From an optimization exercise on the open Yosys and OpenROAD flow, aimed at small area, a short achievable clock period and few clock cycles; shortcuts taken in it are not production practice. Only simulation tests tie the RTL to the original design; equivalence was not proved. Power figures rest on the tool's default switching activity, not on a simulated workload.

`design/flow/design.v`:
```
module ge8 (input [7:0] a, b, output y);
wire [7:0] g1 = a & ~b;
wire [7:0] e1 = a | ~b;
wire [3:0] g2, e2;
wire [1:0] g4, e4;
genvar i;
generate
    for (i = 0; i < 4; i = i + 1) begin : l2
        assign g2[i] = g1[2*i+1] | e1[2*i+1] & g1[2*i];
        assign e2[i] = g1[2*i+1] | e1[2*i+1] & e1[2*i];
    end
    for (i = 0; i < 2; i = i + 1) begin : l4
        assign g4[i] = g2[2*i+1] | e2[2*i+1] & g2[2*i];
        assign e4[i] = g2[2*i+1] | e2[2*i+1] & e2[2*i];
    end
endgenerate
assign y = g4[1] | e4[1] & e4[0];
endmodule
module sort3_8 (
    input  [7:0] a, b, c,
    output [7:0] lo, md, hi
);
wire ab, ac, bc;
ge8 u_ab (.a(a), .b(b), .y(ab));
ge8 u_ac (.a(a), .b(c), .y(ac));
ge8 u_bc (.a(b), .b(c), .y(bc));
assign hi = (ab & ac)   ? a : (bc  ? b : c);
assign lo = (~ab & ~ac) ? a : (~bc ? b : c);
assign md = ab ? (bc ? b : (ac ? c : a)) : (ac ? a : (bc ? c : b));
endmodule
module max3_8 (input [7:0] a, b, c, output [7:0] y);
wire ab, ac, bc;
ge8 u_ab (.a(a), .b(b), .y(ab));
ge8 u_ac (.a(a), .b(c), .y(ac));
ge8 u_bc (.a(b), .b(c), .y(bc));
assign y = (ab & ac) ? a : (bc ? b : c);
endmodule
module min3_8 (input [7:0] a, b, c, output [7:0] y);
wire ab, ac, bc;
ge8 u_ab (.a(a), .b(b), .y(ab));
ge8 u_ac (.a(a), .b(c), .y(ac));
ge8 u_bc (.a(b), .b(c), .y(bc));
assign y = (~ab & ~ac) ? a : (~bc ? b : c);
endmodule
module med3_8 (input [7:0] a, b, c, output [7:0] y);
wire ab, ac, bc;
ge8 u_ab (.a(a), .b(b), .y(ab));
ge8 u_ac (.a(a), .b(c), .y(ac));
ge8 u_bc (.a(b), .b(c), .y(bc));
assign y = ab ? (bc ? b : (ac ? c : a)) : (ac ? a : (bc ? c : b));
endmodule
module median_ch (
    input        clk,
    input  [7:0] top, mid, bot,      
    input        lz, rz,             
    output reg [7:0] med             
);
wire [7:0] l0, m0, h0;
sort3_8 u_sort (.a(top), .b(mid), .c(bot), .lo(l0), .md(m0), .hi(h0));
reg [7:0] l1, m1, h1;    
reg [7:0] l2, m2, h2;    
reg [7:0] m3;            
reg [7:0] lp, hp;        
reg       c32;           
always @(posedge clk) begin
    {l1, m1, h1} <= {l0, m0, h0};
    {l2, m2, h2} <= {l1, m1, h1};
    m3 <= m2;
end
wire g21l, g21m, g21h, g31m;
ge8 u_g21l (.a(l2), .b(l1), .y(g21l));
ge8 u_g21m (.a(m2), .b(m1), .y(g21m));
ge8 u_g21h (.a(h2), .b(h1), .y(g21h));
ge8 u_g31m (.a(m3), .b(m1), .y(g31m));
wire [7:0] l21 = g21l ? l2 : l1;         
wire [7:0] h21 = g21h ? h1 : h2;         
wire gpl, gph;
ge8 u_gpl (.a(lp), .b(l1), .y(gpl));
ge8 u_gph (.a(hp), .b(h1), .y(gph));
always @(posedge clk) begin
    lp  <= l21;
    hp  <= h21;
    c32 <= g21m;
end
wire [7:0] mx = lz ? l21 : rz ? lp : (gpl ? lp : l1);
wire [7:0] mn = (lz | rz) ? 8'd0 : (gph ? h1 : hp);
wire [7:0] md3 = c32 ? (g21m ? m2 : (g31m ? m1 : m3)) : (g31m ? m3 : (g21m ? m1 : m2));
wire [7:0] md = lz ? (g21m ? m1 : m2) : rz ? (c32 ? m2 : m3) : md3;
reg [7:0] s_mx, s_md, s_mn;
always @(posedge clk) {s_mx, s_md, s_mn} <= {mx, md, mn};
wire [7:0] fin;
med3_8 u_fin (.a(s_mx), .b(s_md), .c(s_mn), .y(fin));
always @(posedge clk) med <= fin;
endmodule
module ipdc (                        
	input         i_clk,
	input         i_rst_n,
	input         i_op_valid,
	input  [ 2:0] i_op_mode,
	input         i_in_valid,
	input  [23:0] i_in_data,
	output        o_in_ready,
	output        o_out_valid,
	output [23:0] o_out_data
);
reg  [1535:0] ring;
wire [  23:0] rp [0:63];
genvar gi;
generate
    for (gi = 0; gi < 64; gi = gi + 1) begin : g_rp
        assign rp[gi] = ring[24*gi +: 24];
    end
endgenerate
wire        ld_first;        
reg         med_ins;         
wire [23:0] med_res;
wire [23:0] ring_in = med_ins ? med_res : (i_in_valid ? i_in_data : rp[0]);
always @(posedge i_clk) begin
    ring <= {ring_in, ring[1535:24]};
end
reg [5:0] B;
always @(posedge i_clk or negedge i_rst_n) begin
    if (!i_rst_n)               B <= 6'd0;
    else if (ld_first)          B <= 6'd63;
    else                        B <= B - 6'd1;
end
wire op_load = i_op_valid & (i_op_mode == 3'd0);
wire op_disp = i_op_valid & (i_op_mode != 3'd0) & ~i_op_mode[2] | i_op_valid & (i_op_mode == 3'd4);
wire op_med  = i_op_valid & (i_op_mode == 3'd5);
wire op_cs   = i_op_valid & (i_op_mode[2:1] == 2'b11);
reg in_ready_r;
always @(posedge i_clk or negedge i_rst_n) begin
    if (!i_rst_n) in_ready_r <= 1'b0;
    else          in_ready_r <= op_load;
end
assign o_in_ready = in_ready_r;
reg [5:0] icnt;
reg       icnt0, icnt63;     
always @(posedge i_clk or negedge i_rst_n) begin
    if (!i_rst_n) begin
        icnt     <= 6'd0;
        icnt0    <= 1'b1;
        icnt63   <= 1'b0;
    end
    else begin
        if (i_in_valid) begin
            icnt   <= icnt + 6'd1;
            icnt0  <= (icnt == 6'd63);
            icnt63 <= (icnt == 6'd62);
        end
    end
end
assign ld_first = i_in_valid & icnt0;
wire ld_done = i_in_valid & icnt63;
reg       med_pend;
reg [5:0] ins_cnt;
reg       b_is1;             
always @(posedge i_clk or negedge i_rst_n) begin
    if (!i_rst_n) b_is1 <= 1'b0;
    else          b_is1 <= (B[2:0] == 3'd2) & ~ld_first;
end
wire      med_go = (med_pend | op_med) & b_is1 & ~med_ins;
always @(posedge i_clk or negedge i_rst_n) begin
    if (!i_rst_n) begin
        med_pend <= 1'b0;
        med_ins  <= 1'b0;
        ins_cnt  <= 6'd0;
    end
    else begin
        if (med_go) begin
            med_ins  <= 1'b1;
            ins_cnt  <= 6'd0;
            med_pend <= 1'b0;
        end
        else begin
            if (op_med) med_pend <= 1'b1;
            if (med_ins) begin
                ins_cnt <= ins_cnt + 6'd1;
                if (ins_cnt == 6'd63) med_ins <= 1'b0;
            end
        end
    end
end
wire med_done = med_ins & (ins_cnt == 6'd61);
wire [5:0] m_next = 6'd9 - B;
wire [5:0] n_now  = 6'd7 - B;
wire [23:0] med3c;
reg  [191:0] sv;             
wire         sv_cap = med_ins & (ins_cnt[5:3] == 3'd0);
always @(posedge i_clk) sv <= {sv[167:0], sv_cap ? rp[0] : sv[191:168]};
reg          sv_sel;         
always @(posedge i_clk or negedge i_rst_n) begin
    if (!i_rst_n) sv_sel <= 1'b0;
    else          sv_sel <= med_ins & (ins_cnt >= 6'd47) & (ins_cnt <= 6'd54);
end
wire [23:0] bot_raw = sv_sel ? sv[191:168] : rp[16];
generate
    for (gi = 0; gi < 3; gi = gi + 1) begin : g_med
        reg mtop, mbot, lz, rz;
        always @(posedge i_clk) begin
            mtop <= (m_next[5:3] == 3'd0);
            mbot <= (m_next[5:3] == 3'd7);
            lz   <= (n_now[2:0] == 3'd0);
            rz   <= (n_now[2:0] == 3'd7);
        end
        median_ch u_ch (
            .clk (i_clk),
            .top (rp[0][8*gi +: 8]  & {8{~mtop}}),
            .mid (rp[8][8*gi +: 8]),
            .bot (bot_raw[8*gi +: 8] & {8{~mbot}}),
            .lz  (lz),
            .rz  (rz),
            .med (med3c[8*gi +: 8])
        );
    end
endgenerate
reg [23:0] md4, md5, md6, md7;
always @(posedge i_clk) begin
    md4 <= med3c;
    md5 <= md4;
    md6 <= md5;
    md7 <= md6;
end
assign med_res = md7;
reg [2:0] ox, oy;
reg       ymode;
wire [2:0] ox1 = (ox < 3'd4) ? ox + 3'd1 : ox;
wire [2:0] oy2 = (oy < 3'd4) ? oy + 3'd1 : oy;
reg [5:0] cq1, cq2, cq3, cq4;
always @(posedge i_clk) begin
    cq1 <= B - 6'd2 + {oy, ox1};
    cq2 <= B - 6'd2 + {oy2, ox};
    cq3 <= B - 6'd2;
    cq4 <= B + 6'd16;
end
reg [5:0] q_is;
always @(*) begin
    case (i_op_mode[1:0])
        2'd1:    q_is = cq1;
        2'd2:    q_is = cq2;
        2'd3:    q_is = cq3;
        default: q_is = cq4;
    endcase
end
reg        dact;
reg [5:0]  dq;
reg [3:0]  cnt;
wire       run = dact & (dq[1:0] == 2'd2);
always @(posedge i_clk or negedge i_rst_n) begin
    if (!i_rst_n) begin
        ox    <= 3'd0;
        oy    <= 3'd0;
        ymode <= 1'b0;
        dact  <= 1'b0;
        dq    <= 6'd0;
        cnt   <= 4'd0;
    end
    else begin
        if (op_cs) ymode <= ~i_op_mode[0];
        if (op_disp) begin
            case (i_op_mode[1:0])
                2'd1:    begin ox <= ox1;  end
                2'd2:    begin oy <= oy2;  end
                2'd3:    begin ox <= 3'd0; oy <= 3'd0; end
                default: begin ox <= 3'd2; oy <= 3'd2; end
            endcase
            dact <= 1'b1;
            dq   <= q_is;
            cnt  <= 4'd0;
        end
        else if (dact) begin
            if (run) begin
                cnt <= cnt + 4'd1;
                if (cnt[1:0] == 2'd3) dq[5:2] <= dq[5:2] + 4'd1;
                if (cnt == 4'd15)     dact <= 1'b0;
            end
            else begin
                dq <= dq - 6'd1;
            end
        end
    end
end
reg [23:0] pix;
integer k;
always @(*) begin
    pix = 24'd0;
    for (k = 0; k < 16; k = k + 1)
        if (dq[5:2] == k) pix = rp[4*k + 2'd2];
end
reg [23:0] px_r;
always @(posedge i_clk) px_r <= pix;
wire [7:0] pr = px_r[7:0], pg = px_r[15:8], pb = px_r[23:16];
reg  [10:0] y_a, cb_a, cr_a;
reg  [ 7:0] y_g, cb_r;
reg  [ 8:0] cr_s;
always @(posedge i_clk) begin
    y_a  <= {2'b0, pr, 1'b0} + {1'b0, pg, 2'b0} + 11'd4;
    y_g  <= pg;
    cb_a <= {1'b0, pb, 2'b0} - {2'b0, pg, 1'b0} + 11'd1028;
    cb_r <= pr;
    cr_a <= {1'b0, pr, 2'b0} - {2'b0, pg, 1'b0} + 11'd1028;
    cr_s <= {1'b0, pg} + {1'b0, pb};
end
wire [10:0] y_s  = y_a  + {3'b0, y_g};
wire [10:0] cb_s = cb_a - {3'b0, cb_r};
wire [10:0] cr_f = cr_a - {2'b0, cr_s};
reg [23:0] od;
reg        ov, pv1, pv2;
always @(posedge i_clk) od <= ymode ? {cr_f[10:3], cb_s[10:3], y_s[10:3]} : pix;
always @(posedge i_clk or negedge i_rst_n) begin
    if (!i_rst_n) begin
        pv1 <= 1'b0;
        pv2 <= 1'b0;
        ov  <= 1'b0;
    end
    else begin
        pv1 <= run;
        pv2 <= pv1;
        ov  <= (ymode ? pv2 : run) | ld_done | med_done | op_cs;
    end
end
assign o_out_valid = ov;
assign o_out_data  = od;
endmodule
```
`design/flow/flow/run.sh`:
```
#!/bin/bash
# Standard ORFS layout; timing repair aims for a setup slack of 6.75 ns
# against the 10 ns clock, i.e. for a cycle of about 3.25 ns. The clock tree
# is built without dummy loads.
bash standard.sh SETUP_SLACK_MARGIN=6.75 \
  'CTS_ARGS=-sink_clustering_enable -repair_clock_nets -dont_use_dummy_load' \
  finish > standard.log 2>&1
```
`design/flow/standard.sh`:
```
#!/bin/bash
# synth_recipe.tcl (not shown) runs the flow's synth.tcl, then flattens the netlist and writes it again
# the make line also repeats each setting of config.mk as NAME=value (left out here)
make -C /OpenROAD-flow-scripts/flow DESIGN_CONFIG=/design/flow/config.mk WORK_HOME=/design/flow/orfs CLKGATE_MAP_FILE= SYNTH_SCRIPT=/design/flow/synth_recipe.tcl "${@:-finish}"
```
`design/flow/config.mk`:
```
export PLATFORM = sky130hd
export DESIGN_NAME = ipdc
export DESIGN_NICKNAME = ipdc
export VERILOG_FILES = /design/flow/design.v
export SDC_FILE = /design/flow/constraint.sdc
export NUM_CORES = 4
export LEC_CHECK = 0
export CAP_MARGIN = 20
export CORE_MARGIN = 2
export CORE_UTILIZATION = 40
export SLEW_MARGIN = 20
```
`design/flow/constraint.sdc`:
```
create_clock -name core_clock -period 10.0 [get_ports {i_clk}]
set_input_delay 2.0000 -clock core_clock [delete_from_list [all_inputs] [get_ports {i_clk}]]
set_output_delay 2.0000 -clock core_clock [all_outputs]
set_load 0.01 [all_outputs]
```
==> flow_metrics.tcl, run 1 <==
set metrics [dict create \
    cts-hold-fix-buffers 0 \
    r2r-start "g_med[0].u_ch.s_mn[0]" \
    rr_endpoint "g_med[0].u_ch.med[3]" \
    overflow 0 \
    syn-cell-area_sq_um 64800 \
    min_from "ring[1165]" \
    route.detailed.drc 0 \
    critical_path.top_delay_family "adder cells" \
    top_regs "ring x1536, sv x192" \
    final_common_cell "dfxtp_1" \
    slowest_delay_ns 0.55 \
    hold_end "ring[1141]" \
    drtAntennaViolNets 0 \
    tightest_slew_ns 1.06 \
    synth-seq-cells 2312 \
    rsz0062_at_grt "true" \
    yosys_warnings 2 \
    grt_max_degree 77 \
    hp-class "register to register" \
    ir_drop_mv 0.227 \
    syn_to_final_growth_pct 16.2 \
    drt-pass1-iter-count 8 \
    ys_seq_area_share_pct 71.7 \
    period_share_pct 34.6 \
    cts_tree "done" \
    antenna_found_initial 5 \
    grt_pass1_vias 36400 \
    gp_congestion 0.853 \
    period_needed_ns 3.46 \
    skew_ns 0.0643 \
    clock_latency_ns 0.80 \
    drt_wl_total_mm 144 \
    setup.worst_path.start_class "register" \
    synth_largest_area_cell "dfxtp_1" \
    drive_gt1_share_pct 14.3 \
    drt_iter0_markers 2664 \
    end_kind "register" \
    hold_violations 0 \
    die_h_um 407 \
    syn-mean-instance-area_sq_um 12.6 \
    vias_per_cell 4.88 \
    fin_nets 5524 \
    fmax_mhz 289 \
    cts-buffers-inserted 201 \
    drv_cap 0 \
    ios 57 \
    cts_root_buf "clkbuf_16" \
    portBuffers 56 \
    swShare_pct 29.5 \
    syn_nets 5291 \
    synthCells 5154 \
    rows 147 \
    grt_pass1_wl_mm 218 \
    seqPwrFrac_pct 51.3 \
    final_util_pct 46.9 \
    die_area_sq_um 165000 \
    clock_sinks 2312 \
    worstPathRequired_ns 10.61 \
    largest_reg_flops 1536 \
    drv_slew 0 \
    crit_chain "nor2b_4 > maj3_2 > maj3_2 > maj3_2 > maj3_2 > maj3_2 > maj3_2 > maj3_2 > xor2_4 > a222oi_1" \
    final_cell_mix "2,227 x dfxtp_1, 302 x nand2_1, 265 x inv_1" \
    critical_path_class "register to register" \
    die_w_um 407 \
    core_area_sq_um 161000 \
    dp_hpwl_mm 91.8 \
    critPathSlowestCell "a222oi_1" \
    async_flop_share_pct 1.99 \
    synth_top_area_share_pct 70.0 \
    power.leakage_nw 30.0 \
    setup_tns_ns 0 \
    vias 36800 \
    pwr-share-comb_pct 22.6 \
    cp.arrival_ns 4.07 \
    critical_path_peak_fanout 7 \
    synth_flop_cell "dfxtp_1" \
    track_usage_pct 17.1 \
    outcome "finished clean" \
    setup_viol_count_final 0 \
    p_clk_share_pct 26.0 \
    synth.distinct_cells 90 \
    power.density_nw_per_um2 331 \
    reg2reg_depth 10 \
    r2r_slack_ns 6.54 \
    synth-edff-count 0 \
    switchingPower_mw 7.35 \
    holdPathStages 0 \
    p_int_mw 17.6 \
    routedWlPerCell_um 19.0 \
    htreeDepth 4 \
    cts.clk_slew.worst_paths_ns 0.06 \
    initial_core_util_pct 40.3 \
    relSlewSlack_pct 29.2 \
    cp_num_buf_inv 0 \
    regMostFlops "ring" \
    cts.path.max_buffers 3 \
    crit_path_frequent_cell "maj3_2" \
    synth.area.top_cells "dfxtp_1 70%, mux2i_1 2.2%, ha_1 2.0%" \
]
[cell families after synthesis]
group	synth area share (%)
flops	71.7
compound gates	9.59
simple gates	6.53
buf+inv	2.56
fa+ha+maj	4.26
mux	4.16
xor+xnor	1.16
[through the flow]
step	instance area, sq um	cells	hold slack (ns)	setup WS [ns]	total power [mW]
after floorplan	64800	5154	0.310	6.79	15.8
after global placement	67800	7239	0.310	5.62	17.7
after detailed placement	67800	7239	0.312	5.60	17.8
after CTS	74400	7505	0.279	6.51	24.8
after global routing	75300	7545	0.282	6.44	26.2
final	75300	7548	0.281	6.54	24.9
[synthesized netlist by cell type (all sizes together), types with 14 or more instances]
cell type	n
o211ai	24
nor2b	62
ha	102
a21o	20
o21ai	250
buf	25
and3	20
maj3	138
o221ai	22
nand2	304
o21a	29
o21bai	19
a22oi	51
nor2	217
o221a	21
nand3	73
and2	17
or2	29
mux4	25
inv	268
nand2b	69
a21oi	214
mux2i	141
dfrtp	45
mux2	64
xor2	24
o22ai	59
o31ai	28
o2111ai	14
clkbuf	137
a31oi	16
a222oi	16
dfxtp	2266
a221oi	37
a211oi	27
xnor2	60
nor3	66
[how the worst max path moves through the flow]
| stage | from | to | depth (start not counted) |
|---|---|---|---|
| 6_report | g_med[0].u_ch.s_mn[0] | g_med[0].u_ch.med[3] | 10 |
| 3_3_place_gp | i_op_mode[1] | ins_cnt[2] | 6 |
| 5_1_grt | g_med[0].u_ch.s_mn[0] | g_med[0].u_ch.med[3] | 10 |
| 2_1_floorplan | g_med[1].u_ch.h1[0] | g_med[1].u_ch.s_mn[4] | 11 |
| 4_1_cts | g_med[0].u_ch.s_mx[0] | g_med[0].u_ch.med[1] | 10 |
| 3_5_place_dp | i_op_mode[1] | ins_cnt[2] | 6 |
[power by group through the flow]
stage          clock [mW]  sequential, mW  combinational [mW]
6_report             6.48            12.8                5.65
4_1_cts              6.64            12.8                5.33
2_1_floorplan           0            12.4                3.44
5_1_grt              7.01            13.0                6.17
3_3_place_gp            0            12.9                4.80
3_5_place_dp            0            12.9                4.85
[layout make-up]
cell class	instances	area, sq um
tap	2160	2700
clock buffer	201	5030
inverter	274	1030
timing repair buffer	187	2010
antenna	3	7.51
fill	14200	85400
sequential	2312	46600
multi-input combinational	2411	18000
[routing by layer]
metal	global-route usage [%]	part of all wire (%)
met1	25.8	51
met2	25.4	43
met3	2.63	4.1
met4	4.71	1.8
met5	0	0
[worst register-to-register path, cell delays in order, from the launching register on]
cell and delay [ns]:
dfxtp_2 0.32, nor2b_4 0.11, maj3_2 0.29, maj3_2 0.29, maj3_2 0.29, maj3_2 0.30, maj3_2 0.30, maj3_2 0.29
maj3_2 0.38, xor2_4 0.20, a222oi_1 0.55
[what timing repair did]
item | CTS | global route
buffers inserted | 53 | 38
pin swaps | 48 | 72
resized for setup | 345 | 166
setup endpoints to repair | 240 | 233
gates cloned | 12 | 2
Testbench counts, summed over its fixed seeds: cycles 13,492.
==> inputs of run 2 (changes only) <==
==> design/flow/flow/run.sh (replaced) <==
#!/bin/bash
# Standard ORFS layout; timing repair aims for a setup slack of 6.75 ns
# against the 10 ns clock, i.e. for a cycle of about 3.25 ns.
bash standard.sh SETUP_SLACK_MARGIN=6.75 finish > standard.log 2>&1
--- a/design/flow/config.mk
+++ b/design/flow/config.mk
@@ -10,2 +10,4 @@
 export CORE_UTILIZATION = 40
+export CTS_CLUSTER_DIAMETER = 80
+export CTS_CLUSTER_SIZE = 30
 export SLEW_MARGIN = 20
==> run 2 against run 1 <==
Maximum frequency down 2.9%. Power down 8.2%. Sequential power is essentially flat. Highest routed layer unchanged.
==> flow_metrics.tcl, run 2 <==
set metrics [dict create \
    grt-busiest-layer "met1" \
    worstPathRequired_ns 10.64 \
    drt_wl_total_mm 141 \
    rsz0062_at_grt "true" \
    cts_tree "done" \
    synth-seq-cells 2312 \
    grt_max_degree 77 \
    clock_sinks 2312 \
    final_common_cell "dfxtp_1" \
    ys_seq_area_share_pct 71.7 \
    outcome "finished clean" \
    grt_pass1_wl_mm 213 \
    core_area_sq_um 161000 \
    synth-edff-count 0 \
    regMostFlops "ring" \
    holdWs_ns 0.317 \
    cts-buffers-inserted 92 \
    synth_top_area_share_pct 70.0 \
    dp_hpwl_mm 91.8 \
    syn_to_final_growth_pct 12.3 \
    skew_ns 0.0320 \
    vias_per_cell 4.85 \
    synthTopCellsByCount "2,266 x dfxtp_1, 304 x nand2_1, 268 x inv_1" \
    ios 57 \
    power.leakage_nw 28.7 \
    synth.area.top_cells "dfxtp_1 70%, mux2i_1 2.2%, ha_1 2.0%" \
    syn_nets 5291 \
    period_needed_ns 3.57 \
    portBuffers 56 \
    die_w_um 407 \
    hp-class "register to register" \
    fillers 14500 \
    antenna_found_initial 4 \
    clock_latency_ns 0.75 \
    fmax_mhz 280 \
    tightest_slew_ns 1.06 \
    use_met1_pct 25.5 \
    holdPathStages 0 \
    top_regs "ring x1536, sv x192" \
    die_h_um 407 \
    overflow 0 \
    relSlewSlack_pct 29.0 \
    initial_core_util_pct 40.3 \
    drive_gt1_share_pct 12.5 \
    final_cell_mix "2,225 x dfxtp_1, 302 x nand2_1, 265 x inv_1" \
    cp.arrival_ns 4.20 \
    reg2reg_depth 14 \
    syn-mean-instance-area_sq_um 12.6 \
    route.detailed.drc 0 \
    drt-pass1-iter-count 7 \
    largest_reg_flops 1536 \
    hold_violations 0 \
    drtAntennaViolNets 0 \
    setup_viol_count_final 0 \
    synth_flop_cell "dfxtp_1" \
    critical_path_class "register to register" \
    synth_largest_area_cell "dfxtp_1" \
    cts.path.max_buffers 3 \
    vias 36200 \
    drv_cap 0 \
    track_usage_pct 16.7 \
    setup.worst_path.start_class "register" \
    fin_nets 5406 \
    power.density_nw_per_um2 314 \
    final_util_pct 45.3 \
    synth.distinct_cells 90 \
    cts_root_buf "clkbuf_16" \
    grt_pass1_vias 35100 \
    gp_congestion 0.853 \
    synthCells 5154 \
    routedWlPerCell_um 18.8 \
    grtUsageMet3_pct 2.14 \
    yosysMostFrequentCell "dfxtp_1" \
    drt_iter0_markers 2421 \
    ir_drop_mv 0.167 \
    setup_tns_ns 0 \
    use_met2_pct 25.1 \
    drv_slew 0 \
    yosys_warnings 2 \
    htreeDepth 3 \
    critical_path_peak_fanout 6 \
    cts.clk_slew.worst_paths_ns 0.11 \
    syn-cell-area_sq_um 64800 \
    async_flop_share_pct 1.99 \
    rows 147 \
    period_share_pct 35.7 \
    die_area_sq_um 165000 \
    end_kind "register" \
]
==> run 2: final timing paths <==
kind / end / start / slack, ns
hold reg to reg: md6[14] / md5[14] / 0.32
hold / removal: md6[14] / md5[14] / 0.32
min in group asynchronous: ov / i_rst_n / 1.33
max in group asynchronous: dq[2] / i_rst_n / 8.23
setup reg to reg: g_med[1].u_ch.m1[0] / sv_sel / 6.43
setup / recovery: g_med[1].u_ch.m1[0] / sv_sel / 6.43
==> run 2: per-stage QoR <==
step | std cells | area, sq um | worst slack, ns | total power, mW
floorplan | 5154 | 64800 | 6.79 | 15.8
global placement | 7239 | 67800 | 5.62 | 17.7
detailed placement | 7239 | 67800 | 5.60 | 17.8
CTS | 7417 | 71900 | 6.47 | 22.8
global route | 7455 | 72800 | 6.38 | 24.1
finish | 7458 | 72800 | 6.43 | 22.9
==> run 2: final cells by class <==
cell class	count	area [sq um]	area share (%)
clock inverters	20	334	0.459
multi-input cells	2410	17900	24.5
inverters	274	1030	1.41
well taps	2160	2700	3.71
flip-flops and latches	2312	46600	64.0
repair buffers	179	1910	2.62
clock buffers	100	2390	3.29
diodes	3	7.51	0.0103
==> run 2: logic make-up (layout without fill, tap and decap cells) <==
group | after synthesis | count (layout) | share of synthesized area [%]
flops | 2312 | 2312 | 71.7
compound gates | 943 | 944 | 9.59
simple gates | 905 | 905 | 6.53
buf+inv | 436 | 573 | 2.56
fa+ha+maj | 244 | 247 | 4.26
mux | 230 | 230 | 4.16
xor+xnor | 84 | 84 | 1.16
other cells | 0 | 3 | 0
==> run 2: power breakdown <==
group          leakage [nW]  internal (mW)  switching (mW)
Sequential             19.3           11.6            1.15
Combinational          8.12           2.39            3.16
Clock                  1.33           1.81            2.77
==> run 2: layer usage <==
layer	up-vias	wire [um]
met5	-	0
met2	645	60100
met4	0	2390
li1	17700	-
met3	155	5140
met1	17600	72900
==> run 2: worst max-delay path: stages (launching register included) <==
cell and delay (ns):
dfrtp_2 0.44, buf_12 0.15, buf_12 0.13, buf_12 0.13
mux2i_4 0.20, o21ai_1 0.11, a221o_1 0.32, o211ai_1 0.10
o211ai_1 0.21, a21o_1 0.20, maj3_2 0.32, a221oi_4 0.33
buf_12 0.17, mux2_2 0.32, a221o_1 0.31
==> run 2: what timing repair did <==
item / 4_1_cts / 5_1_grt
gates cloned: 9 / 1
setup buffers: 49 / 37
endpoints found under the setup margin: 240 / 210
pin swaps: 44 / 68
resized for setup: 321 / 163
hold endpoints to repair: 0 / 0
hold buffers: 0 / 0
==> inputs of run 3 (changes only) <==
--- a/design/flow/config.mk
+++ b/design/flow/config.mk
@@ -10,4 +10,2 @@
 export CORE_UTILIZATION = 40
-export CTS_CLUSTER_DIAMETER = 80
-export CTS_CLUSTER_SIZE = 30
 export SLEW_MARGIN = 20
==> run 3 against run 2 <==
Final area is 6.3% higher. Area after synthesis is the same. Critical path depth decreased by 4. Routed wire length grew 2.9%. Synthesized cell count is the same. Sequential power about the same. Via count rose by 2.3%. Combinational power grew 2%. Power rose by 16%.
==> flow_metrics.tcl, run 3 <==
set metrics [dict create \
    skew_ns 0.0254 \
    synth_top_area_share_pct 70.0 \
    drt_iter0_markers 2446 \
    drive_gt1_share_pct 16.2 \
    grt_pass1_wl_mm 219 \
    route.detailed.drc 0 \
    gp_congestion 0.853 \
    relSlewSlack_pct 28.8 \
    setup_viol_count_final 0 \
    rr_endpoint "g_med[0].u_ch.med[3]" \
    fillers 14000 \
    top_regs "ring x1536, sv x192" \
    die_h_um 407 \
    ir_drop_mv 0.229 \
    period_needed_ns 3.50 \
    grt_pass1_vias 36500 \
    crit_end "g_med[0].u_ch.med[3]" \
    cts.clk_slew.worst_paths_ns 0.06 \
    critical_path_class "register to register" \
    vias 37000 \
    htreeDepth 4 \
    period_share_pct 35.0 \
    hp-class "register to register" \
    fin_nets 5516 \
    synthTopCellsByCount "2,266 x dfxtp_1, 304 x nand2_1, 268 x inv_1" \
    critical_path_peak_fanout 7 \
    yosys_warnings 2 \
    routedWlPerCell_um 18.8 \
    end_kind "register" \
    die_area_sq_um 165000 \
    cts.path.max_buffers 3 \
    power.density_nw_per_um2 344 \
    syn_to_final_growth_pct 19.4 \
    cts_root_buf "clkbuf_16" \
    regMostFlops "ring" \
    track_usage_pct 17.3 \
    drtAntennaViolNets 0 \
    startpoint "g_med[0].u_ch.s_mn[0]" \
    cts-buffers-inserted 201 \
    portBuffers 56 \
    r2r_slack_ns 6.50 \
    setup.worst_path.start_class "register" \
    min_from "ring[1145]" \
    rows 147 \
    initial_core_util_pct 40.3 \
    die_w_um 407 \
    syn-mean-instance-area_sq_um 12.6 \
    syn-cell-area_sq_um 64800 \
    synth_largest_area_cell "dfxtp_1" \
    r2r-start "g_med[0].u_ch.s_mn[0]" \
    overflow 0 \
    clock_sinks 2312 \
    antenna_found_initial 4 \
    grt_max_degree 77 \
    cp.arrival_ns 4.13 \
    drt-pass1-iter-count 7 \
    worstPathRequired_ns 10.63 \
    synth-seq-cells 2312 \
    ios 57 \
    dp_hpwl_mm 91.8 \
    setup_tns_ns 0 \
    clock_latency_ns 0.81 \
    synth.distinct_cells 90 \
    syn_nets 5291 \
    outcome "finished clean" \
    drv_cap 0 \
    drv_slew 0 \
    ys_seq_area_share_pct 71.7 \
    drt_wl_total_mm 145 \
    synth_flop_cell "dfxtp_1" \
    async_flop_share_pct 1.99 \
    power_mw 26.6 \
    vias_per_cell 4.79 \
    cts_tree "done" \
    rsz0062_at_grt "true" \
    final_common_cell "dfxtp_1" \
    synth-edff-count 0 \
    synth.area.top_cells "dfxtp_1 70%, mux2i_1 2.2%, ha_1 2.0%" \
    largest_reg_flops 1536 \
    cts-hold-fix-buffers 0 \
    final_util_pct 48.1 \
    reg2reg_depth 10 \
    yosysMostFrequentCell "dfxtp_1" \
    power.leakage_nw 31.0 \
    hold_violations 0 \
    tightest_slew_ns 1.07 \
    core_area_sq_um 161000 \
    synthCells 5154 \
    fmax_mhz 286 \
    final_cell_mix "2,228 x dfxtp_1, 302 x nand2_1, 266 x inv_1" \
]
[run 3: cell count changes in the layout (fill, tap and decap cells not counted), sizes merged, moves of 2 or more]
cell / delta
clkinv: +43
clkinvlp: +12
inv: +5
bufinv: +24
buf: -2
clkbuf: +173
[run 3: worst min path at each step]
stage,depth (start not counted),to,slack (ns)
2_1_floorplan,0,md4[0],0.31
3_3_place_gp,0,ring[1403],0.31
3_5_place_dp,0,ring[1040],0.31
4_1_cts,0,ring[1420],0.31
5_1_grt,0,ring[1420],0.31
6_report,0,ring[1121],0.31
[run 3: through the flow]
step | instance area, sq um | std cells | setup WS, ns | hold slack (ns)
2_1_floorplan | 64800 | 5154 | 6.79 | 0.310
3_3_place_gp | 67800 | 7239 | 5.62 | 0.310
3_5_place_dp | 67800 | 7239 | 5.60 | 0.312
4_1_cts | 76200 | 7665 | 6.48 | 0.308
5_1_grt | 77400 | 7711 | 6.42 | 0.307
6_report | 77400 | 7715 | 6.50 | 0.307
[run 3: layout make-up]
| type | instances | area (sq um) | area share (%) |
|---|---|---|---|
| inverter | 274 | 1030 | 1.33 |
| clock buffer | 271 | 5750 | 7.43 |
| antenna | 4 | 10.0 | 0.0129 |
| tap | 2160 | 2700 | 3.49 |
| clock inverter | 104 | 1390 | 1.79 |
| timing repair buffer | 180 | 1930 | 2.49 |
| multi-input combinational | 2410 | 18000 | 23.3 |
| sequential | 2312 | 46600 | 60.2 |
[run 3: worst max-delay path, cell delays in order, from the launching register on]
cell and delay, ns:
dfxtp_2 0.32, nor2b_4 0.11, maj3_2 0.29, maj3_2 0.29
maj3_2 0.29, maj3_2 0.30, maj3_2 0.29, maj3_2 0.29
maj3_2 0.37, xor2_4 0.20, a222oi_1 0.56
[run 3: cells by family after synthesis]
| kind of cell | Yosys count | share of synthesized area [%] |
|---|---|---|
| xor+xnor | 84 | 1.16 |
| fa+ha+maj | 244 | 4.26 |
| compound gates | 943 | 9.59 |
| mux | 230 | 4.16 |
| simple gates | 905 | 6.53 |
| flops | 2312 | 71.7 |
| buf+inv | 436 | 2.56 |
[run 3: per-layer routing]
| layer | GRT usage, % | wire length (um) |
|---|---|---|
| met3 | 2.64 | 5830 |
| met1 | 25.9 | 74100 |
| met5 | 0 | 0 |
| met4 | 4.90 | 2600 |
| met2 | 25.7 | 62100 |
[run 3: where the power goes]
group	switching, mW	internal [mW]	leakage [nW]	total (mW)
logic	3.22	2.45	8.18	5.67
registers	1.16	11.6	19.3	12.8
clock network	3.43	4.72	3.49	8.15
[run 3: what timing repair did]
| action | 4_1_cts | 5_1_grt |
|---|---|---|
| setup endpoints to repair | 239 | 226 |
| pin swaps | 43 | 80 |
| endpoints found under the hold margin | 0 | 0 |
| gates cloned | 10 | 3 |
| resized for setup | 302 | 194 |
| setup buffers | 41 | 43 |
==> inputs of run 4 (changes only) <==
--- a/design/flow/config.mk
+++ b/design/flow/config.mk
@@ -9,3 +9,4 @@
 export CORE_MARGIN = 2
-export CORE_UTILIZATION = 40
+export CORE_UTILIZATION = 60
+export PLACE_DENSITY = 0.72
 export SLEW_MARGIN = 20
==> run 4 against run 3 <==
Utilization up 23 points. Power down 0.54%. Setup slack lost 0.041 ns. Cell count decreased by 10%. Register-to-register slack lost 0.04 ns. Combinational power shrank 1%. Clock power fell by 1%. Final area shrank 1.3%. Critical endpoint is now g_med[0].u_ch.med[4]. Largest cell class unchanged. Highest routed layer unchanged.
==> flow_metrics.tcl, run 4 <==
set metrics [dict create \
    holdPathStages 0 \
    route.detailed.drc 0 \
    clock_latency_ns 0.79 \
    pwr-share-comb_pct 21.1 \
    hold_violations 0 \
    htreeDepth 4 \
    min_from "ring[1065]" \
    critical_path_class "register to register" \
    final_common_cell "dfxtp_1" \
    skew_ns 0.0276 \
    vias_per_cell 5.45 \
    vias 37800 \
    die_w_um 333 \
    regArea_sq_um 46600 \
    drtAntennaViolNets 0 \
    outcome "finished clean" \
    critical_path_peak_fanout 4 \
    grt_pass1_vias 37100 \
    worstPathRequired_ns 10.61 \
    overflow 0 \
    hold_end "ring[1041]" \
    routedWlPerCell_um 20.8 \
    tightest_slew_ns 1.06 \
    grt_max_degree 65 \
    dp_hpwl_mm 89.8 \
    switchingPower_mw 7.76 \
    synth_largest_area_cell "dfxtp_1" \
    yosys_warnings 2 \
    p_clk_share_pct 30.4 \
    crit_path_frequent_cell "maj3_2" \
    syn-cell-area_sq_um 64800 \
    swShare_pct 29.3 \
    hp-class "register to register" \
    die_area_sq_um 111000 \
    crit_chain "nor2b_4 > maj3_2 > maj3_2 > maj3_2 > maj3_2 > maj3_2 > maj3_2 > maj3_2 > xor2_4 > buf_6 > a222oi_1" \
    setup_tns_ns 0 \
    drt_wl_total_mm 144 \
    power.leakage_nw 30.9 \
    fillers 7028 \
    cts_root_buf "clkbuf_16" \
    gp_congestion 0.871 \
    drv_slew 0 \
    cts-buffers-inserted 198 \
    end_kind "register" \
    period_share_pct 35.4 \
    cp.arrival_ns 4.15 \
    syn_nets 5291 \
    async_flop_share_pct 1.99 \
    fin_nets 5508 \
    cts.path.max_buffers 3 \
    rsz0062_at_grt "true" \
    synth.area.top_cells "dfxtp_1 70%, mux2i_1 2.2%, ha_1 2.0%" \
    cts-hold-fix-buffers 0 \
    synthTopCellsByCount "2,266 x dfxtp_1, 304 x nand2_1, 268 x inv_1" \
    place_inst 6485 \
    synth.distinct_cells 90 \
    yosysMostFrequentCell "dfxtp_1" \
    cp_num_buf_inv 1 \
    top_regs "ring x1536, sv x192" \
    syn-mean-instance-area_sq_um 12.6 \
    synth-seq-cells 2312 \
    grt_pass1_wl_mm 216 \
    ir_drop_mv 0.191 \
    setup_viol_count_final 0 \
    synth_flop_cell "dfxtp_1" \
    multiInputGateArea_sq_um 18100 \
    r2r-start "g_med[0].u_ch.s_mn[0]" \
    pre_cts_slack_ns 5.78 \
    reg2reg_depth 11 \
    seqPwrFrac_pct 48.5 \
    power.density_nw_per_um2 347 \
    synth_top_area_share_pct 70.0 \
    r2r_slack_ns 6.46 \
    syn_to_final_growth_pct 17.8 \
    drive_gt1_share_pct 16.1 \
    critPathSlowestCell "a222oi_1" \
    portBuffers 56 \
    rr_endpoint "g_med[0].u_ch.med[4]" \
    die_h_um 333 \
    drt-pass1-iter-count 6 \
    synthCells 5154 \
    drt_iter0_markers 2735 \
    cts_tree "done" \
    ys_seq_area_share_pct 71.7 \
    instances_no_fill 6941 \
    rows 120 \
    final_cell_mix "2,230 x dfxtp_1, 301 x nand2_1, 266 x inv_1" \
    fmax_mhz 283 \
    relSlewSlack_pct 29.0 \
    initial_core_util_pct 60.5 \
    setup.worst_path.start_class "register" \
    cts.clk_slew.worst_paths_ns 0.06 \
    drv_cap 0 \
    synth-edff-count 0 \
    power_mw 26.5 \
    slowest_delay_ns 0.48 \
    clock_sinks 2312 \
    setup_slack_ns 6.46 \
    largest_reg_flops 1536 \
    ios 57 \
    track_usage_pct 25.4 \
    core_area_sq_um 107000 \
    critical_path.top_delay_family "adder cells" \
    regMostFlops "ring" \
    antenna_found_initial 5 \
    p_int_mw 18.7 \
    period_needed_ns 3.54 \
]
## run 4: stage by stage
step	area, sq um	utilization (%)	hold WS (ns)
detailed placement	66800	62.4	0.312
finish	76400	71.3	0.307
floorplan	64800	-	0.310
global route	76400	71.2	0.319
CTS	75200	70.1	0.311
global placement	66800	62.4	0.310
## run 4: power groups by stage
stage,clock (mW),combinational (mW),sequential [mW]
6_report,8.04,5.59,12.8
5_1_grt,8.50,6.06,13.0
4_1_cts,8.13,5.26,12.8
3_5_place_dp,0,4.81,12.9
3_3_place_gp,0,4.73,12.9
2_1_floorplan,0,3.44,12.4
## run 4: cell type report
cell class,count,share of cell area (%)
antenna,4,0.0131
clock buffer,288,7.75
multi-input combinational,2410,23.7
timing repair buffer,175,2.44
sequential,2312,61.0
tap,1403,2.30
inverter,274,1.35
clock inverter,75,1.45
## run 4: metal layers
layer	global-route usage, %	wire (um)
met5	0	0
met4	7.99	3910
met3	4.19	7590
met2	40.6	66300
met1	35.4	66500
## run 4: worst register-to-register path, cell delays in order (launching register included)
cell	delay, ns
dfxtp_2	0.32
nor2b_4	0.12
maj3_2	0.29
maj3_2	0.30
maj3_2	0.29
maj3_2	0.29
maj3_2	0.30
maj3_2	0.30
maj3_2	0.38
xor2_4	0.18
buf_6	0.13
a222oi_1	0.48
## run 4: how the worst max path moves through the flow
stage,cells after the start,end,startpoint
after global routing,11,g_med[0].u_ch.med[4],g_med[0].u_ch.s_mn[0]
after detailed placement,6,ins_cnt[2],i_op_mode[1]
after global placement,6,ins_cnt[2],i_op_mode[1]
final,11,g_med[0].u_ch.med[4],g_med[0].u_ch.s_mn[0]
after CTS,10,g_med[0].u_ch.med[2],g_med[0].u_ch.s_mn[0]
after floorplan,11,g_med[1].u_ch.s_mn[4],g_med[1].u_ch.h1[0]
## run 4: cells by family after synthesis
group,after synthesis,share of synthesized area (%)
flops,2312,71.7
compound gates,943,9.59
simple gates,905,6.53
buf+inv,436,2.56
fa+ha+maj,244,4.26
mux,230,4.16
xor+xnor,84,1.16
## run 4: timing repair
item	in CTS	in global routing
cloned	5	3
gates resized for setup	332	208
pin swaps	46	99
endpoints found under the setup margin	239	215
setup buffers	49	32
==> inputs of run 5 (changes only) <==
--- a/design/flow/design.v
+++ b/design/flow/design.v
@@ -235,2 +235,14 @@
 end
+reg       dreq;
+reg [1:0] dsel;
+always @(posedge i_clk or negedge i_rst_n) begin
+    if (!i_rst_n) begin
+        dreq <= 1'b0;
+        dsel <= 2'd0;
+    end
+    else begin
+        dreq <= op_disp;
+        dsel <= i_op_mode[1:0];
+    end
+end
 reg [5:0] q_is;
@@ -259,4 +271,4 @@
         if (op_cs) ymode <= ~i_op_mode[0];
-        if (op_disp) begin
-            case (i_op_mode[1:0])
+        if (dreq) begin
+            case (dsel)
                 2'd1:    begin ox <= ox1;  end
@@ -266,2 +278,4 @@
             endcase
+        end
+        if (op_disp) begin
             dact <= 1'b1;
@@ -287,23 +301,24 @@
     for (k = 0; k < 16; k = k + 1)
-        if (dq[5:2] == k) pix = rp[4*k + 2'd2];
+        pix = pix | (rp[4*k + 2'd2] & {24{dq[5:2] == k}});
 end
-reg [23:0] px_r;
-always @(posedge i_clk) px_r <= pix;
-wire [7:0] pr = px_r[7:0], pg = px_r[15:8], pb = px_r[23:16];
-reg  [10:0] y_a, cb_a, cr_a;
-reg  [ 7:0] y_g, cb_r;
-reg  [ 8:0] cr_s;
+function [21:0] csa11(input [10:0] a, input [10:0] b, input [10:0] c);
+    csa11 = {(a & b | a & c | b & c) << 1, a ^ b ^ c};
+endfunction
+wire [7:0]  pr = pix[7:0], pg = pix[15:8], pb = pix[23:16];
+wire [21:0] y_cs  = csa11({2'b0, pr, 1'b0}, {1'b0, pg, 2'b0}, {3'b0, pg});
+wire [21:0] cb_cs = csa11({1'b0, pb, 2'b0}, ~{2'b0, pg, 1'b0}, ~{3'b0, pr});
+wire [21:0] cr_cs = csa11({1'b0, pr, 2'b0}, ~{2'b0, pg, 1'b0}, ~{3'b0, pg});
+reg  [21:0] y_r, cb_r, cr_r;
+reg  [ 7:0] b_r;
 always @(posedge i_clk) begin
-    y_a  <= {2'b0, pr, 1'b0} + {1'b0, pg, 2'b0} + 11'd4;
-    y_g  <= pg;
-    cb_a <= {1'b0, pb, 2'b0} - {2'b0, pg, 1'b0} + 11'd1028;
-    cb_r <= pr;
-    cr_a <= {1'b0, pr, 2'b0} - {2'b0, pg, 1'b0} + 11'd1028;
-    cr_s <= {1'b0, pg} + {1'b0, pb};
-end
-wire [10:0] y_s  = y_a  + {3'b0, y_g};
-wire [10:0] cb_s = cb_a - {3'b0, cb_r};
-wire [10:0] cr_f = cr_a - {2'b0, cr_s};
+    y_r  <= y_cs;
+    cb_r <= cb_cs;
+    cr_r <= cr_cs;
+    b_r  <= pb;
+end
+wire [10:0] y_s  = y_r[10:0]  + y_r[21:11]  + 11'd4;
+wire [10:0] cb_s = cb_r[10:0] + cb_r[21:11] + 11'd1030;
+wire [10:0] cr_f = cr_r[10:0] + cr_r[21:11] + ~{3'b0, b_r} + 11'd1031;
 reg [23:0] od;
-reg        ov, pv1, pv2;
+reg        ov, pv1;
 always @(posedge i_clk) od <= ymode ? {cr_f[10:3], cb_s[10:3], y_s[10:3]} : pix;
@@ -312,3 +327,2 @@
         pv1 <= 1'b0;
-        pv2 <= 1'b0;
         ov  <= 1'b0;
@@ -317,4 +331,3 @@
         pv1 <= run;
-        pv2 <= pv1;
-        ov  <= (ymode ? pv2 : run) | ld_done | med_done | op_cs;
+        ov  <= (ymode ? pv1 : run) | ld_done | med_done | op_cs;
     end
--- a/design/flow/config.mk
+++ b/design/flow/config.mk
@@ -9,4 +9,5 @@
 export CORE_MARGIN = 2
-export CORE_UTILIZATION = 60
-export PLACE_DENSITY = 0.72
+export CORE_UTILIZATION = 40
+export CTS_CLUSTER_DIAMETER = 80
+export CTS_CLUSTER_SIZE = 24
 export SLEW_MARGIN = 20
==> run 5 against run 4 <==
Still clean. Register-to-register slack better by 0.34 ns. Critical path depth down 10. Maximum frequency up 6.8%. Routed wire length down 8.4%. Sequential power down 6%. Setup slack better by 0.22 ns. Clock-buffer cell count down 166. Clock power down 39%. Critical path type is now register to output pin. Critical endpoint is now o_out_valid.
==> flow_metrics.tcl, run 5 <==
set metrics [dict create \
    track_usage_pct 15.9 \
    synth-seq-cells 2298 \
    syn-cell-area_sq_um 63500 \
    ios 57 \
    period_needed_ns 3.31 \
    swShare_pct 28.5 \
    grt_pass1_wl_mm 199 \
    drt_iter0_markers 2694 \
    initial_core_util_pct 40.2 \
    cts.clk_slew.worst_paths_ns 0.09 \
    p_int_mw 14.9 \
    fin_nets 5129 \
    drive_gt1_share_pct 9.48 \
    holdPathStages 0 \
    clock_latency_ns 0.75 \
    synthTopCellsByCount "2,250 x dfxtp_1, 276 x inv_1, 241 x nand2_1" \
    critical_path.top_delay_family "flip-flops" \
    power.density_nw_per_um2 296 \
    cts-hold-fix-buffers 0 \
    fmax_mhz 302 \
    synth_largest_area_cell "dfxtp_1" \
    tightest_slew_ns 1.12 \
    pwr-share-comb_pct 18.8 \
    seqPwrFrac_pct 57.6 \
    drv_slew 0 \
    syn_nets 5036 \
    route.detailed.drc 0 \
    critical_path_peak_fanout 1 \
    yosys_warnings 2 \
    synth.area.top_cells "dfxtp_1 71%, ha_1 1.9%, dfrtp_1 1.9%" \
    ir_drop_mv 0.198 \
    slowest_delay_ns 0.41 \
    crit_chain "buf_2" \
    place_inst 6914 \
    die_area_sq_um 162000 \
    setup_tns_ns 0 \
    syn_to_final_growth_pct 10.4 \
    relSlewSlack_pct 25.3 \
    p_clk_share_pct 23.7 \
    grt_pass1_vias 33300 \
    cts_tree "done" \
    end_kind "output pin" \
    rows 146 \
    power.leakage_nw 27.9 \
    final_cell_mix "2,237 x dfxtp_1, 276 x inv_1, 237 x nand2_1" \
    largest_reg_flops 1536 \
    worstPathRequired_ns 8.00 \
    die_w_um 402 \
    yosysMostFrequentCell "dfxtp_1" \
    switchingPower_mw 5.91 \
    ys_seq_area_share_pct 72.8 \
    antenna_found_initial 0 \
    synth_top_area_share_pct 70.9 \
    die_h_um 402 \
    dp_hpwl_mm 89.2 \
    hp-class "register to register" \
    vias_per_cell 4.85 \
    htreeDepth 3 \
    overflow 0 \
    drv_cap 0 \
    rsz0062_at_grt "true" \
    cp_num_buf_inv 1 \
    drtAntennaViolNets 0 \
    synth-edff-count 0 \
    power_mw 20.8 \
    final_common_cell "dfxtp_1" \
    cp.arrival_ns 1.31 \
    grt_max_degree 64 \
    critPathSlowestCell "dfrtp_1" \
    vias 34400 \
    outcome "finished clean" \
    drt_wl_total_mm 132 \
    cts_root_buf "clkbuf_16" \
    path_depth 1 \
    routedWlPerCell_um 18.6 \
    synthCells 4898 \
    synth_flop_cell "dfxtp_1" \
    top_regs "ring x1536, sv x192" \
    instances_no_fill 7093 \
    setup.worst_path.start_class "register" \
    drt-pass1-iter-count 6 \
    cts-buffers-inserted 112 \
    hold_violations 0 \
    skew_ns 0.0550 \
    core_area_sq_um 158000 \
    period_share_pct 33.1 \
    cts.path.max_buffers 3 \
    synth.distinct_cells 99 \
    async_flop_share_pct 2.09 \
    reg2reg_depth 10 \
    setup_viol_count_final 0 \
    portBuffers 56 \
    syn-mean-instance-area_sq_um 13.0 \
    clock_sinks 2298 \
    regMostFlops "ring" \
    gp_congestion 0.838 \
    critical_path_class "register to output pin" \
]
[run 5: cell types whose count changed after synthesis, moves of 20 or more]
cell,change
a221oi_1,+32
nor2_1,-28
o21ai_0,-60
maj3_1,-39
o22ai_1,-33
mux4_2,-20
a22oi_1,+71
a21oi_1,-56
mux2i_1,-28
nand2_1,-63
nand4_1,+22
clkbuf_1,-24
nor3_1,-35
a22o_1,+40
[run 5: cell families (layout without fill, tap and decap cells)]
group	Yosys count	in the layout	share of synthesized area, %
mux	198	198	3.45
flops	2298	2298	72.8
simple gates	818	818	6.27
other cells	0	1	0
fa+ha+maj	215	216	4.01
buf+inv	425	544	2.62
compound gates	862	864	9.67
xor+xnor	82	82	1.13
[run 5: area by class of cell]
class	count	area, sq um
multi-input combinational	2178	16000
fill	14100	87900
sequential	2298	46300
clock inverter	21	315
timing repair buffer	119	1010
inverter	282	1060
tap	2072	2590
clock buffer	122	2900
antenna	1	2.50
[run 5: metrics by stage]
step | cell area, sq um | util (%) | worst slack [ns] | hold WS (ns)
floorplan | 63500 | - | 6.80 | 0.310
CTS | 69700 | 44.1 | 6.63 | 0.293
detailed placement | 66300 | 41.9 | 6.03 | 0.312
finish | 70100 | 44.4 | 6.69 | 0.297
global placement | 66300 | 41.9 | 5.97 | 0.310
global route | 70100 | 44.4 | 6.63 | 0.306
[run 5: worst register-to-register path, stage by stage, from the launching register on]
cell and delay, ns:
dfrtp_2 0.45, buf_12 0.15, clkbuf_16 0.20, mux2i_1 0.17, or2_2 0.36, nor2_1 0.15, nor3_1 0.07, a221o_1 0.38
a21o_4 0.28, xnor2_1 0.59, a222oi_1 0.22
[run 5: final timing paths]
path | from | end | slack, ns
max | ov | o_out_valid | 6.69
max reg2reg | sv_sel | g_med[2].u_ch.m1[4] | 6.80
max in group asynchronous | i_rst_n | sv_sel | 8.21
min | sv[31] | sv[55] | 0.30
min in group asynchronous | i_rst_n | icnt63 | 1.33
min reg2reg | sv[31] | sv[55] | 0.30
[run 5: layer usage]
metal	vias to the layer above	GRT usage (%)	share of wire, %
met4	0	6.10	3.4
met5	-	0	0
met1	16600	21.4	46
li1	16900	-	-
met2	664	26.3	47
met3	194	1.99	3.7
[run 5: power by group through the flow]
stage / sequential (mW) / combinational (mW) / clock [mW]
finish: 12.0 / 3.90 / 4.92
global route: 12.2 / 4.33 / 5.40
CTS: 12.0 / 3.83 / 5.08
detailed placement: 12.2 / 3.76 / 0
global placement: 12.2 / 3.69 / 0
floorplan: 11.8 / 2.65 / 0
[run 5: what timing repair did]
item / CTS / global route
pin swaps: 5 / 13
hold endpoints to repair: 0 / 0
setup endpoints to repair: 118 / 130
cloned: 1 / 3
resized for setup: 159 / 63
setup buffers: 10 / 21
Testbench counts of run 5, summed over its fixed seeds: cycles 13,449.
==> inputs of run 6 (changes only) <==
--- a/design/flow/config.mk
+++ b/design/flow/config.mk
@@ -7,2 +7,3 @@
 export LEC_CHECK = 0
+export ABC_AREA = 1
 export CAP_MARGIN = 20
@@ -11,3 +12,3 @@
 export CTS_CLUSTER_DIAMETER = 80
-export CTS_CLUSTER_SIZE = 24
+export CTS_CLUSTER_SIZE = 30
 export SLEW_MARGIN = 20
==> run 6 against run 5 <==
Area after synthesis increased by 5.5%. Sequential share of layout area decreased by 2.6 points. Register-to-register slack better by 0.10 ns. Maximum frequency rose by 0.41%. Critical path type unchanged.
==> flow_metrics.tcl, run 6 <==
set metrics [dict create \
    outcome "finished clean" \
    gp_congestion 0.845 \
    setup_viol_count_final 0 \
    tightest_slew_ns 1.08 \
    hp-class "register to register" \
    ios 57 \
    cts.path.max_buffers 3 \
    drv_cap 0 \
    reg2reg_depth 13 \
    die_w_um 413 \
    critical_path.top_delay_family "flip-flops" \
    synth_flop_cell "dfxtp_1" \
    cts_root_buf "clkbuf_16" \
    r2r-start "dq[2]" \
    cp.arrival_ns 1.30 \
    synth-edff-count 0 \
    yosysMostFrequentCell "dfxtp_1" \
    track_usage_pct 17.3 \
    period_needed_ns 3.30 \
    synth_largest_area_cell "dfxtp_1" \
    skew_ns 0.0511 \
    setup.worst_path.start_class "register" \
    holdPathStages 0 \
    synthTopCellsByCount "2,250 x dfxtp_1, 1,675 x nand2_1, 571 x inv_1" \
    grt_pass1_wl_mm 230 \
    regMostFlops "ring" \
    fmax_mhz 303 \
    setup_slack_ns 6.70 \
    synth-seq-cells 2298 \
    routedWlPerCell_um 16.8 \
    pre_cts_slack_ns 5.65 \
    drtAntennaViolNets 0 \
    async_flop_share_pct 2.09 \
    syn_nets 6797 \
    clock_latency_ns 0.77 \
    cts-hold-fix-buffers 0 \
    clock_sinks 2298 \
    critical_path_peak_fanout 1 \
    worstPathRequired_ns 8.00 \
    power_mw 22.2 \
    relSlewSlack_pct 27.8 \
    min_from "g_med[2].u_ch.med[5]" \
    initial_core_util_pct 40.2 \
    power.leakage_nw 31.7 \
    cp_num_buf_inv 1 \
    grt_max_degree 83 \
    vias_per_cell 4.76 \
    critPathSlowestCell "dfrtp_1" \
    route.detailed.drc 0 \
    fin_nets 6853 \
    regArea_sq_um 46300 \
    r2r_slack_ns 6.90 \
    core_area_sq_um 167000 \
    overflow 0 \
    critical_path_class "register to output pin" \
    crit_chain "buf_2" \
    die_area_sq_um 171000 \
    syn-cell-area_sq_um 67000 \
    hold_end "md4[21]" \
    cts-buffers-inserted 97 \
    rsz0062_at_grt "true" \
    synth.area.top_cells "dfxtp_1 67%, nand2_1 9.4%, nand3_1 3.6%" \
    cts_tree "done" \
    top_regs "ring x1536, sv x192" \
    grt_pass1_vias 40000 \
    power.density_nw_per_um2 304 \
    drt_iter0_markers 3355 \
    portBuffers 56 \
    syn-mean-instance-area_sq_um 10.1 \
    ys_seq_area_share_pct 69.0 \
    drv_slew 0 \
    yosys_warnings 2 \
    synth_top_area_share_pct 67.3 \
    synthCells 6659 \
    final_common_cell "dfxtp_1" \
    synth.distinct_cells 65 \
    multiInputGateArea_sq_um 17900 \
    final_cell_mix "2,236 x dfxtp_1, 1,670 x nand2_1, 570 x inv_1" \
    htreeDepth 3 \
    drt_wl_total_mm 151 \
    slowest_delay_ns 0.41 \
    die_h_um 413 \
    ir_drop_mv 0.201 \
    vias 42600 \
    fillers 15800 \
    rows 150 \
    setup_tns_ns 0 \
    syn_to_final_growth_pct 9.03 \
    drive_gt1_share_pct 5.26 \
    end_kind "output pin" \
    cts.clk_slew.worst_paths_ns 0.11 \
    rr_endpoint "cb_r[7]" \
    antenna_found_initial 5 \
    dp_hpwl_mm 104 \
    hold_violations 0 \
    period_share_pct 33.0 \
    largest_reg_flops 1536 \
    drt-pass1-iter-count 8 \
]
[run 6: cell types whose count changed after synthesis, sizes merged, moves of 69 or more]
cell | before | now
nand2 | 241 | 1713
nor2 | 193 | 319
maj3 | 108 | 0
mux2 | 78 | 9
a21oi | 163 | 265
mux2i | 115 | 1
nand3 | 64 | 490
nand2b | 82 | 0
a22oi | 122 | 20
inv | 277 | 584
o21ai | 173 | 370
[run 6: logic make-up after synthesis]
| group | share of synthesized area [%] |
|---|---|
| mux | 0.166 |
| compound gates | 7.27 |
| xor+xnor | 0.654 |
| simple gates | 16.3 |
| flops | 69.0 |
| buf+inv | 4.46 |
| fa+ha+maj | 2.13 |
[run 6: power by group]
group	switching [mW]	internal [mW]	total, mW
clock network	2.88	1.93	4.81
logic	3.74	1.77	5.51
registers	0.870	11.0	11.8
total	7.49	14.7	22.2
[run 6: layer usage]
| metal | GRT usage [%] | part of all wire [%] | up-vias | wire length (um) |
|---|---|---|---|---|
| met4 | 3.99 | 2.0 | 0 | 3040 |
| met3 | 2.19 | 4.0 | 179 | 6080 |
| met5 | 0 | 0 | - | 0 |
| met2 | 27.3 | 44 | 900 | 66300 |
| met1 | 25.2 | 50 | 20200 | 75100 |
| li1 | - | - | 21400 | - |
[run 6: worst max path at each step]
stage	start	cells after the start	end
floorplan	i_op_mode[1]	10	dq[4]
global route	ov	1	o_out_valid
CTS	od[7]	1	o_out_data[7]
global placement	i_in_valid	7	icnt[5]
detailed placement	i_op_mode[0]	11	dq[4]
finish	ov	1	o_out_valid
[run 6: repair_timing]
| item | CTS | global route |
|---|---|---|
| endpoints found under the setup margin | 85 | 85 |
| buffers inserted | 12 | 2 |
| gates resized for setup | 131 | 39 |
| cloned | 0 | 0 |
| pin swaps | 6 | 4 |
[run 6: area by class of cell]
class | instances | area share, %
multi-input combinational | 3632 | 24.5
inverter | 589 | 3.08
timing repair buffer | 97 | 1.15
tap | 2204 | 3.78
sequential | 2298 | 63.4
clock buffer | 105 | 3.42
clock inverter | 32 | 0.733
antenna | 3 | 0.0103
[run 6: through the flow]
stage               util, %  area (sq um)  hold slack (ns)  std cells
floorplan                 -         67000            0.310       6659
global placement       41.9         69800            0.310       8806
detailed placement     41.9         69800            0.312       8806
CTS                    43.7         72900            0.289       8955
global route           43.8         73000            0.300       8958
finish                 43.8         73000            0.295       8960
==> inputs of run 7 (changes only) <==
--- a/design/flow/config.mk
+++ b/design/flow/config.mk
@@ -7,3 +7,2 @@
 export LEC_CHECK = 0
-export ABC_AREA = 1
 export CAP_MARGIN = 20
==> run 7 against run 6 <==
Still clean on timing, DRC and antenna. Routed wire length decreased by 12%. First-iteration DRC count decreased by 20%. Hold slack improved by 0.0060 ns. Sequential share of layout area increased by 3.0 points. Clock skew decreased by 0.018 ns. Utilization increased by 0.28 points. Cell count decreased by 21%. Clock-buffer cell count decreased by 4. Non-clock buffer count increased by 21. Die area decreased by 5.2%. Power decreased by 7.6%. Critical path depth unchanged. Largest cell class unchanged.
==> flow_metrics.tcl, run 7 <==
set metrics [dict create \
    ys_seq_area_share_pct 72.8 \
    cts-buffers-inserted 95 \
    regMostFlops "ring" \
    skew_ns 0.0333 \
    clock_latency_ns 0.75 \
    drtAntennaViolNets 0 \
    power.density_nw_per_um2 294 \
    seqPwrFrac_pct 58.4 \
    setup_tns_ns 0 \
    final_common_cell "dfxtp_1" \
    synth-seq-cells 2298 \
    holdPathStages 0 \
    antenna_found_initial 0 \
    final_cell_mix "2,244 x dfxtp_1, 276 x inv_1, 238 x nand2_1" \
    initial_core_util_pct 40.2 \
    yosys_warnings 2 \
    grt_pass1_wl_mm 198 \
    switchingPower_mw 5.91 \
    hp-class "register to register" \
    synth-edff-count 0 \
    reg2reg_depth 10 \
    route.detailed.drc 0 \
    portBuffers 56 \
    syn-mean-instance-area_sq_um 13.0 \
    slowest_delay_ns 0.42 \
    track_usage_pct 15.9 \
    fillers 14200 \
    critical_path_peak_fanout 1 \
    yosysMostFrequentCell "dfxtp_1" \
    synth.area.top_cells "dfxtp_1 71%, ha_1 1.9%, dfrtp_1 1.9%" \
    end_kind "output pin" \
    cts.clk_slew.worst_paths_ns 0.11 \
    r2r_slack_ns 6.85 \
    setup_viol_count_final 0 \
    multiInputGateArea_sq_um 16000 \
    ir_drop_mv 0.177 \
    worstPathRequired_ns 8.00 \
    tightest_slew_ns 1.11 \
    syn_nets 5036 \
    die_w_um 402 \
    synthTopCellsByCount "2,250 x dfxtp_1, 276 x inv_1, 241 x nand2_1" \
    crit_chain "buf_2" \
    drt_iter0_markers 2685 \
    pwr-share-comb_pct 18.9 \
    pre_cts_slack_ns 6.03 \
    drive_gt1_share_pct 9.15 \
    clock_sinks 2298 \
    critical_path.top_delay_family "flip-flops" \
    overflow 0 \
    syn-cell-area_sq_um 63500 \
    synth_largest_area_cell "dfxtp_1" \
    core_area_sq_um 158000 \
    die_h_um 402 \
    critPathSlowestCell "dfrtp_1" \
    vias_per_cell 4.85 \
    outcome "finished clean" \
    min_from "sv[7]" \
    htreeDepth 3 \
    r2r-start "dq[2]" \
    p_clk_share_pct 22.7 \
    drt_wl_total_mm 132 \
    p_int_mw 14.6 \
    drv_cap 0 \
    dp_hpwl_mm 89.2 \
    die_area_sq_um 162000 \
    synthCells 4898 \
    top_regs "ring x1536, sv x192" \
    hold_violations 0 \
    cts_tree "done" \
    routedWlPerCell_um 18.6 \
    regArea_sq_um 46300 \
    cts.path.max_buffers 3 \
    grt_max_degree 64 \
    synth.distinct_cells 99 \
    rsz0062_at_grt "true" \
    relSlewSlack_pct 25.8 \
    largest_reg_flops 1536 \
    cp.arrival_ns 1.30 \
    holdWs_ns 0.301 \
    power.leakage_nw 27.7 \
    gp_congestion 0.838 \
    instances_no_fill 7080 \
    setup_slack_ns 6.70 \
    period_needed_ns 3.30 \
    rows 146 \
    async_flop_share_pct 2.09 \
    critical_path_class "register to output pin" \
    grt_pass1_vias 33100 \
    swShare_pct 28.8 \
    cp_num_buf_inv 1 \
    cts_root_buf "clkbuf_16" \
    design_area_sq_um 69700 \
    fmax_mhz 303 \
    placed_area_sq_um 66300 \
    syn_to_final_growth_pct 9.77 \
    rr_endpoint "cb_r[2]" \
    fin_nets 5111 \
    synth_top_area_share_pct 70.9 \
    setup.worst_path.start_class "register" \
    ios 57 \
    drt-pass1-iter-count 9 \
    synth_flop_cell "dfxtp_1" \
    place_inst 6914 \
    drv_slew 0 \
    vias 34300 \
    hold_end "sv[31]" \
    period_share_pct 33.0 \
]
-- run 7: logic make-up after synthesis --
logic type / count (synthesis) / share of synthesized area [%]
flops: 2298 / 72.8
buf+inv: 425 / 2.62
xor+xnor: 82 / 1.13
mux: 198 / 3.45
compound gates: 862 / 9.67
fa+ha+maj: 215 / 4.01
simple gates: 818 / 6.27
-- run 7: worst max path at each step --
stage / startpoint / end / slack, ns / depth (start not counted)
after global placement: i_op_mode[0] / ins_cnt[2] / 5.97 / 6
after detailed placement: i_op_mode[0] / ins_cnt[2] / 6.03 / 6
after floorplan: i_op_mode[1] / dq[1] / 6.80 / 8
final: ov / o_out_valid / 6.70 / 1
after global routing: ov / o_out_valid / 6.67 / 1
after CTS: ov / o_out_valid / 6.66 / 1
-- run 7: metal layers --
metal / vias up / global-route usage [%] / routed length (um)
li1: 16800 / - / -
met1: 16700 / 21.5 / 61400
met2: 659 / 26.1 / 61000
met3: 176 / 1.76 / 4440
met4: 0 / 6.47 / 4950
met5: - / 0 / 0
-- run 7: metrics by stage --
| step | util [%] | power [mW] |
|---|---|---|
| after global placement | 41.9 | 15.8 |
| final | 44.1 | 20.5 |
| after floorplan | - | 14.4 |
| after detailed placement | 41.9 | 15.9 |
| after global routing | 44.1 | 21.6 |
| after CTS | 43.9 | 20.6 |
-- run 7: power groups by stage --
stage / registers, mW / logic (mW) / clock network (mW)
2_1_floorplan: 11.8 / 2.65 / 0
3_3_place_gp: 12.2 / 3.69 / 0
3_5_place_dp: 12.2 / 3.76 / 0
4_1_cts: 12.0 / 3.82 / 4.80
5_1_grt: 12.2 / 4.31 / 5.12
6_report: 12.0 / 3.88 / 4.65
-- run 7: layout make-up --
cell class              count  share of cell area [%]
flip-flops and latches   2298                    66.4
multi-input cells        2178                    22.9
well taps                2072                    3.72
clock buffers             101                    3.47
inverters                 282                    1.52
repair buffers            118                    1.36
clock inverters            30                   0.643
diodes                      1                 0.00359
-- run 7: repair_timing --
action | 4_1_cts | 5_1_grt
hold endpoints to repair | 0 | 0
cloned | 1 | 2
setup endpoints to repair | 116 | 129
resized for setup | 157 | 51
buffers inserted | 8 | 23
pin swaps | 5 | 15
hold buffers | 0 | 0

[port drivers added, routing unchanged]
The flow's constraints put no driver on any port. The routed layouts listed below were extracted and timed again, unchanged, in two steps. Step 1 sets driving cells, clkbuf_16 on the clock port and buf_2 on the other inputs (assumed; they add their load-dependent delay and slew). Step 2 also shifts input and output timing later by t, the mid clock arrival at the registers, as if the neighbouring blocks saw the same clock. Three values: no drivers, after step 1, after step 2; two values: the first two.
run | t, ns | setup slack, ns | hold WS [ns] | clock arrival spread, ns | pins driven straight from the clock port
run 1 | 0.851 | 6.538 / 6.538 / 6.161 | 0.281 / 0.281 / 0.281 | 0.065 / 0.065 | 1
run 2 | 0.808 | 6.434 / 6.434 / 6.161 | 0.317 / 0.317 / 0.317 | 0.039 / 0.039 | 1
run 3 | 0.877 | 6.504 / 6.504 / 6.133 | 0.307 / 0.307 / 0.307 | 0.031 / 0.031 | 1
run 4 | 0.851 | 6.463 / 6.463 / 6.200 | 0.307 / 0.307 / 0.307 | 0.032 / 0.032 | 1
run 5 | 0.794 | 6.687 / 6.612 / 6.246 | 0.297 / 0.297 / 0.297 | 0.064 / 0.064 | 1
run 6 | 0.824 | 6.700 / 6.623 / 6.092 | 0.295 / 0.295 / 0.295 | 0.055 / 0.055 | 1
run 7 | 0.807 | 6.703 / 6.624 / 6.217 | 0.301 / 0.301 / 0.301 | 0.045 / 0.045 | 1
After both steps every run listed still meets setup and hold. For run 6, which loses most, drivers alone change the setup slack by -0.077 ns; drivers and shift together by -0.608 ns.
